Background: an optimization exercise with open tools, aiming at small area. Do not read the settings as production practice.
The clock port is modelled as an ideal driver; clocking choices that lean on that would not hold on a real chip.

==> run D <==
Design top, start of the top module:
module top(	input [1:0]op,
		input [1:0]register,
		input [7:0]data,
		input clk,
		input go,
		input prog,
		input load,
		output reg [7:0]q);
	reg [7:0] R [0:3];
	wire      pend;
	wire [1:0] rs;
	wire [2:0] k;
	wire       ldpulse;
	wire       ex;
	wire       rd;
	wire [1:0] r;
	GoButton myButton (.b(go), .clk(clk), .rd(rd), .r(r), .pr(pend), .rs(rs), .ex(ex));
	Debounce loader (.b(load), .clk(clk), .d(ldpulse), .ex());
	progmem myProgram (.clk(clk), .go(ldpulse), .rst(prog), .idx(k));
	wire k0 = (k == 3'd0);
	wire k1 = (k == 3'd1);
	wire k5 = (k == 3'd5);
	wire kar = (k[2:1] == 2'b10);
	wire [1:0] m = data[5:4];
	wire nar = (op == 2'b11);
	assign rd = prog ? k[1] : (op == 2'b01);
	assign r = prog ? {1'b0, k[0] & (k[1] | k[2])} : register;
	wire [1:0] s = prog ? {1'b0, k1 | (k == 3'd4)} : data[7:6];
	wire imm_n = ~prog & (op == 2'b00);
	wire imm_p = prog & k0;
	wire useA = prog ? kar : (nar & ~m[1]);
	wire andm = ~prog & nar & (m == 2'b10);
	wire sub  = prog ? k5 : (nar & (m == 2'b01));
	wire inv  = prog ? k5 : (nar & m[0]);
	wire wr   = prog ? ~k[1] : ((op != 2'b01) & ~(nar && m == 2'b11 && register != 2'b00));
	wire [1:0] bsel = pend ? rs : s;
	wire [7:0] a = R[r];
	wire [7:0] b = R[bsel];
	wire [7:0] x = (data & {8{imm_n}}) | {7'd0, imm_p} | (a & ({8{useA}} | (b & {8{andm}})));
	wire [7:0] y = (b ^ {8{inv}}) & {8{~imm_n & ~imm_p & ~andm}};
	wire [8:0] c;
	assign c[0] = sub;
	assign c[4] = 1'b0;
	genvar i;
	generate for (i = 0; i < 8; i = i + 1) begin : fa
		if (i != 3)
			assign c[i+1] = (x[i] & y[i]) | (x[i] & c[i]) | (y[i] & c[i]);
	end endgenerate
	wire [7:0] sum = x ^ y ^ c[7:0];
  ...
==> module top, before the edit <==
module top(	input [1:0]op,
		input [1:0]register,
		input [7:0]data,
		input clk,
		input go,
		input prog,
		input load,
		output reg [7:0]q);
	reg [7:0] R [0:3];
	wire      pend;
	wire [1:0] rs;
	wire [2:0] k;
	wire       ldpulse;
	wire       ex;
	wire       rd;
	wire [1:0] r;
	GoButton myButton (.b(go), .clk(clk), .rd(rd), .r(r), .pr(pend), .rs(rs), .ex(ex));
	Debounce loader (.b(load), .clk(clk), .d(ldpulse), .ex());
	progmem myProgram (.clk(clk), .go(ldpulse), .rst(prog), .idx(k));
	wire k0 = (k == 3'd0);
	wire k1 = (k == 3'd1);
	wire k5 = (k == 3'd5);
	wire kar = (k[2:1] == 2'b10);
	wire [1:0] m = data[5:4];
	wire nar = (op == 2'b11);
	assign rd = prog ? k[1] : (op == 2'b01);
	assign r = prog ? {1'b0, k[0] & (k[1] | k[2])} : register;
	wire [1:0] s = prog ? {1'b0, k1 | (k == 3'd4)} : data[7:6];
	wire imm_n = ~prog & (op == 2'b00);
	wire imm_p = prog & k0;
	wire useA = prog ? kar : (nar & ~m[1]);
	wire andm = ~prog & nar & (m == 2'b10);
	wire sub  = prog ? k5 : (nar & (m == 2'b01));
	wire inv  = prog ? k5 : (nar & m[0]);
	wire wr   = prog ? ~k[1] : ((op != 2'b01) & ~(nar && m == 2'b11 && register != 2'b00));
	wire [1:0] bsel = pend ? rs : s;
	wire [7:0] a = R[r];
	wire [7:0] b = R[bsel];
	wire [7:0] x = (data & {8{imm_n}}) | {7'd0, imm_p} | (a & ({8{useA}} | (b & {8{andm}})));
	wire [7:0] y = (b ^ {8{inv}}) & {8{~imm_n & ~imm_p & ~andm}};
	wire [8:0] c;
	assign c[0] = sub;
	assign c[4] = 1'b0;
	genvar i;
	generate for (i = 0; i < 8; i = i + 1) begin : fa
		if (i != 3)
			assign c[i+1] = (x[i] & y[i]) | (x[i] & c[i]) | (y[i] & c[i]);
	end endgenerate
	wire [7:0] sum = x ^ y ^ c[7:0];
	wire [3:0] u = sum[7:4];
	wire c4 = (x[3] & y[3]) | (x[3] & c[3]) | (y[3] & c[3]);
	wire [3:0] allone = {u[2] & u[1] & u[0], u[1] & u[0], u[0], 1'b1};
	wire [7:0] res = {u ^ (allone & {4{c4}}), sum[3:0]};
	wire we = ex & wr;
	always @(posedge clk) begin
		if (pend)
			q <= b;
		if (we)
			R[r] <= res;
	end
endmodule
Settings: LEC_CHECK=0, CAP_MARGIN=0, CORE_MARGIN=2, CORE_UTILIZATION=40, GPL_TIMING_DRIVEN=0, SLEW_MARGIN=0; clock period 5.0 ns.
standard.sh (not shown) runs the stock make flow with config.mk's settings and CLKGATE_MAP_FILE= SYNTH_SCRIPT=/design/flow/synth_recipe.tcl, a recipe that flattens the netlist after the stock synthesis.
==> flow/flow/run.sh <==
#!/bin/bash
# Standard synthesis and layout (standard.sh), with these layout choices changed:
#  - synthesis buffers are removed before global placement (pre_gpl.tcl);
#  - port buffers are buf_1 cells (the resizer may still upsize them);
#  - clock tree synthesis uses clkbuf_8 cells and inserts no dummy loads
#    (post_cts.tcl then swaps some for clkbuf_4 where the clock slew allows);
#  - after clock tree synthesis, cells are sized down where slack allows
#    (post_cts.tcl), and again after global routing (post_grt.tcl).
set -euo pipefail
F="$(pwd)/flow"
bash standard.sh synth > synth.log 2>&1
bash standard.sh finish \
  "PRE_GLOBAL_PLACE_TCL=$F/pre_gpl.tcl" \
  "POST_CTS_TCL=$F/post_cts.tcl" \
  "POST_GLOBAL_ROUTE_TCL=$F/post_grt.tcl" \
  "BUFFER_PORTS_ARGS=-buffer_cell sky130_fd_sc_hd__buf_1" \
  "CTS_ARGS=-sink_clustering_enable -repair_clock_nets -dont_use_dummy_load -buf_list sky130_fd_sc_hd__clkbuf_8" \
  > layout.log 2>&1
==> flow/flow/area_recover.tcl <==
# Greedy area recovery: swap each combinational cell for a smaller drive
# strength of the same cell (same function, same pins) while the setup slack
# stays at least the margin (ns) and slews and loads stay 20% below their
# limits.
proc area_recover { margin {mode -placement} } {
  set block [ord::get_db_block]
  set db [ord::get_db]
  set dont_use {*lpflow* *probe* *clkbuf* *clkinv* *clkdly* *dlygate* *df* *dl* *sdf* *edf* *tap* *fill* *decap* *conb*}
  # masters by base name (the name without its drive strength suffix)
  foreach lib [$db getLibs] {
    foreach m [$lib getMasters] {
      set n [$m getName]
      if { ![regexp {^(.*)_([0-9]+)$} $n -> base drive] } { continue }
      set skip 0
      foreach p $dont_use { if { [string match $p $n] } { set skip 1 } }
      if { $skip } { continue }
      lappend group($base) $m
    }
  }
  # a swap may not bring the worst setup slack below the margin, or below
  # what it already is when it is lower
  estimate_parasitics $mode
  set limit [expr min($margin * 1e-9, [sta::worst_slack_cmd max])]
  # and slews and loads keep 20% below their limits (or what they had)
  set slew_min [expr min(0.2, [sta::max_slew_check_slack_limit])]
  set cap_min [expr min(0.2, [sta::max_capacitance_check_slack_limit])]
  set saved 0.0
  set changed 1
  while { $changed } {
    set changed 0
    foreach inst [$block getInsts] {
      set m [$inst getMaster]
      set n [$m getName]
      if { ![regexp {^(.*)_([0-9]+)$} $n -> base drive] } { continue }
      if { ![info exists group($base)] } { continue }
      if { [lsearch -exact $group($base) $m] < 0 } { continue }
      set a0 [expr [$m getWidth] * [$m getHeight]]
      set cands {}
      foreach em $group($base) {
        set a [expr [$em getWidth] * [$em getHeight]]
        if { $a < $a0 } { lappend cands [list $a [$em getName]] }
      }
      set iname [$inst getName]
      foreach c [lsort -real -index 0 $cands] {
        replace_cell [get_cells $iname] [get_lib_cells */[lindex $c 1]]
        estimate_parasitics $mode
        if { [sta::worst_slack_cmd max] >= $limit
             && [sta::max_slew_check_slack_limit] >= $slew_min
             && [sta::max_capacitance_check_slack_limit] >= $cap_min } {
          set saved [expr $saved + $a0 - [lindex $c 0]]
          set changed 1
          break
        }
        replace_cell [get_cells $iname] [get_lib_cells */$n]
      }
    }
  }
  estimate_parasitics $mode
  puts "area_recover: [expr $saved / 1e6] um2 less"
}

# Clock tree buffers: swap each for clkbuf_4 while every flip-flop clock pin
# keeps a slew of at most max_slew (ns) and the setup slack stays as above.
proc clock_recover { max_slew margin {mode -placement} } {
  set_propagated_clock [all_clocks]
  estimate_parasitics $mode
  set limit [expr min($margin * 1e-9, [sta::worst_slack_cmd max])]
  set saved 0
  foreach inst [get_cells clkbuf_*] {
    set cell [get_property $inst ref_name]
    if { $cell != "sky130_fd_sc_hd__clkbuf_8" } { continue }
    replace_cell $inst [get_lib_cells */sky130_fd_sc_hd__clkbuf_4]
    estimate_parasitics $mode
    set worst 0
    foreach pin [get_pins -hierarchical */CLK] {
      set s [get_property $pin slew_max]
      if { $s > $worst } { set worst $s }
    }
    if { $worst <= $max_slew && [sta::worst_slack_cmd max] >= $limit } {
      incr saved
    } else {
      replace_cell $inst [get_lib_cells */$cell]
    }
  }
  estimate_parasitics $mode
  puts "clock_recover: $saved clock buffers now clkbuf_4"
}
==> flow/flow/post_cts.tcl <==
# After clock tree synthesis and its timing repair: size cells down where the
# setup slack allows, keeping 50 ps of margin; swap clock tree buffers for
# clkbuf_4 where every flip-flop clock pin keeps a slew of at most 115 ps;
# then legalize again.
source [file join [file dirname [info script]] area_recover.tcl]
repair_timing -recover_power 100 -setup_margin 0.05 -verbose
clock_recover 0.115 0.05
detailed_placement
check_placement -verbose
==> flow/flow/post_grt.tcl <==
# After global routing: swap cells for smaller drive strengths while the
# setup slack stays at least 60 ps, then legalize and reroute what moved.
source [file join [file dirname [info script]] area_recover.tcl]
global_route -start_incremental
area_recover 0.06 -global_routing
detailed_placement
check_placement -verbose
global_route -end_incremental
estimate_parasitics -global_routing
report_worst_slack -max
write_guides $::env(RESULTS_DIR)/route.guide
==> flow/flow/pre_gpl.tcl <==
# Before global placement: drop the buffers synthesis inserted. Port buffers
# are added right after this by the standard global_place.tcl (buffer_ports),
# and repair_design re-buffers any net that needs it.
remove_buffers
==> inputs of run F, as changes to run D <==
--- a/flow/design.v
+++ b/flow/design.v
@@ -81,28 +81,22 @@
 	wire sub  = prog ? k5 : (nar & (m == 2'b01));
 	wire inv  = prog ? k5 : (nar & m[0]);
 	wire wr   = prog ? ~k[1] : ((op != 2'b01) & ~(nar && m == 2'b11 && register != 2'b00));
-	wire [1:0] bsel = pend ? rs : s;
-	wire [7:0] a = R[r];
-	wire [7:0] b = R[bsel];
+	wire [1:0] asel = pend ? rs : r;
+	wire [7:0] a = R[asel];
+	wire [7:0] b = R[s];
 	wire [7:0] x = (data & {8{imm_n}}) | {7'd0, imm_p} | (a & ({8{useA}} | (b & {8{andm}})));
 	wire [7:0] y = (b ^ {8{inv}}) & {8{~imm_n & ~imm_p & ~andm}};
 	wire [8:0] c;
 	assign c[0] = sub;
-	assign c[4] = 1'b0;
 	genvar i;
 	generate for (i = 0; i < 8; i = i + 1) begin : fa
-		if (i != 3)
-			assign c[i+1] = (x[i] & y[i]) | (x[i] & c[i]) | (y[i] & c[i]);
+		assign c[i+1] = (x[i] & y[i]) | (x[i] & c[i]) | (y[i] & c[i]);
 	end endgenerate
-	wire [7:0] sum = x ^ y ^ c[7:0];
-	wire [3:0] u = sum[7:4];
-	wire c4 = (x[3] & y[3]) | (x[3] & c[3]) | (y[3] & c[3]);
-	wire [3:0] allone = {u[2] & u[1] & u[0], u[1] & u[0], u[0], 1'b1};
-	wire [7:0] res = {u ^ (allone & {4{c4}}), sum[3:0]};
+	wire [7:0] res = x ^ y ^ c[7:0];
 	wire we = ex & wr;
 	always @(posedge clk) begin
 		if (pend)
-			q <= b;
+			q <= a;
 		if (we)
 			R[r] <= res;
 	end
==> flow/flow/run.sh (replaced) <==
#!/bin/bash
# Standard synthesis and layout (standard.sh), with two layout choices changed:
#  - port buffers are buf_1 cells (the resizer may still upsize them);
#  - clock tree synthesis uses clkbuf_8 cells and inserts no dummy loads.
set -euo pipefail
bash standard.sh synth > synth.log 2>&1
bash standard.sh finish \
  "BUFFER_PORTS_ARGS=-buffer_cell sky130_fd_sc_hd__buf_1" \
  "CTS_ARGS=-sink_clustering_enable -repair_clock_nets -dont_use_dummy_load -buf_list sky130_fd_sc_hd__clkbuf_8" \
  > layout.log 2>&1
--- a/flow/config.mk
+++ b/flow/config.mk
@@ -5,8 +5,8 @@
 export SDC_FILE = /design/flow/constraint.sdc
 export NUM_CORES = 4
 export LEC_CHECK = 0
-export CAP_MARGIN = 0
+export CAP_MARGIN = 20
 export CORE_MARGIN = 2
 export CORE_UTILIZATION = 40
 export GPL_TIMING_DRIVEN = 0
-export SLEW_MARGIN = 0
+export SLEW_MARGIN = 20
removed: flow/flow/area_recover.tcl
removed: flow/flow/post_cts.tcl
removed: flow/flow/post_grt.tcl
removed: flow/flow/pre_gpl.tcl
==> reports/results.ini <==
[global_routing]
use_met3 = 0.0379

[route]
drt-met1-wl_um = 2270

[floorplan]
tap_cells = 80

[yosys]
synth_area_per_cell_sq_um = 13.4

[timing]
timing.final.ws_setup_ps = 307

[outcome]
status = complete, no violations

[pwr]
powerDensity_mw_per_mm2 = 264

[worst_setup_path]
path_cells = buf_4 -> nand2b_2 -> o22ai_1 -> mux2i_4 -> mux2i_4 -> nand2_1 -> nand2_1 -> a221oi_1 -> fa_2 -> fa_1 -> fa_1 -> fa_1 -> inv_1 -> and3_1 -> nand2_1 -> xor2_1 -> xnor2_1 -> xnor2_1

[end of results for run D]
==> reports/results.ini <==
[outcome]
status = failed layout checks
check-failures = setup timing

[timing]
setup_violations = 8
timing.final.ws_setup_ps = -161

[route]
drt-met1-wl_um = 2370

[end of results for run F]
No functional check of the RTL was part of any run of this note.

## static timing again, ports no longer ideal
In the flow no input, the clock included, has a driving cell. The finished layouts below were timed again as built, in two steps. Step 1 sets driving cells, clkbuf_16 on the clock port and buf_2 on the other inputs (assumed; they add their load-dependent delay and slew). Step 2 times the ports against the registers' clock, not the clock port: input delays grow and output delays shrink by t, the midpoint of the rising clock arrivals with the driver on. a / b / c = ideal ports / drivers / drivers and shift; a / b = the first two.
| run | t (ns) | slack for setup (ns) | worst register clock-pin slew, ns |
|---|---|---|---|
| run D | 0.361 | 0.307 / 0.312 / -0.049 | 0.09 / 0.09 |
| run F | 0.323 | -0.161 / -0.186 / -0.508 | 0.09 / 0.09 |
With both steps, setup timing fails in run D, where it was met with ideal ports. For run D, which loses most, drivers alone change the setup slack by +0.005 ns; drivers and shift together by -0.356 ns.
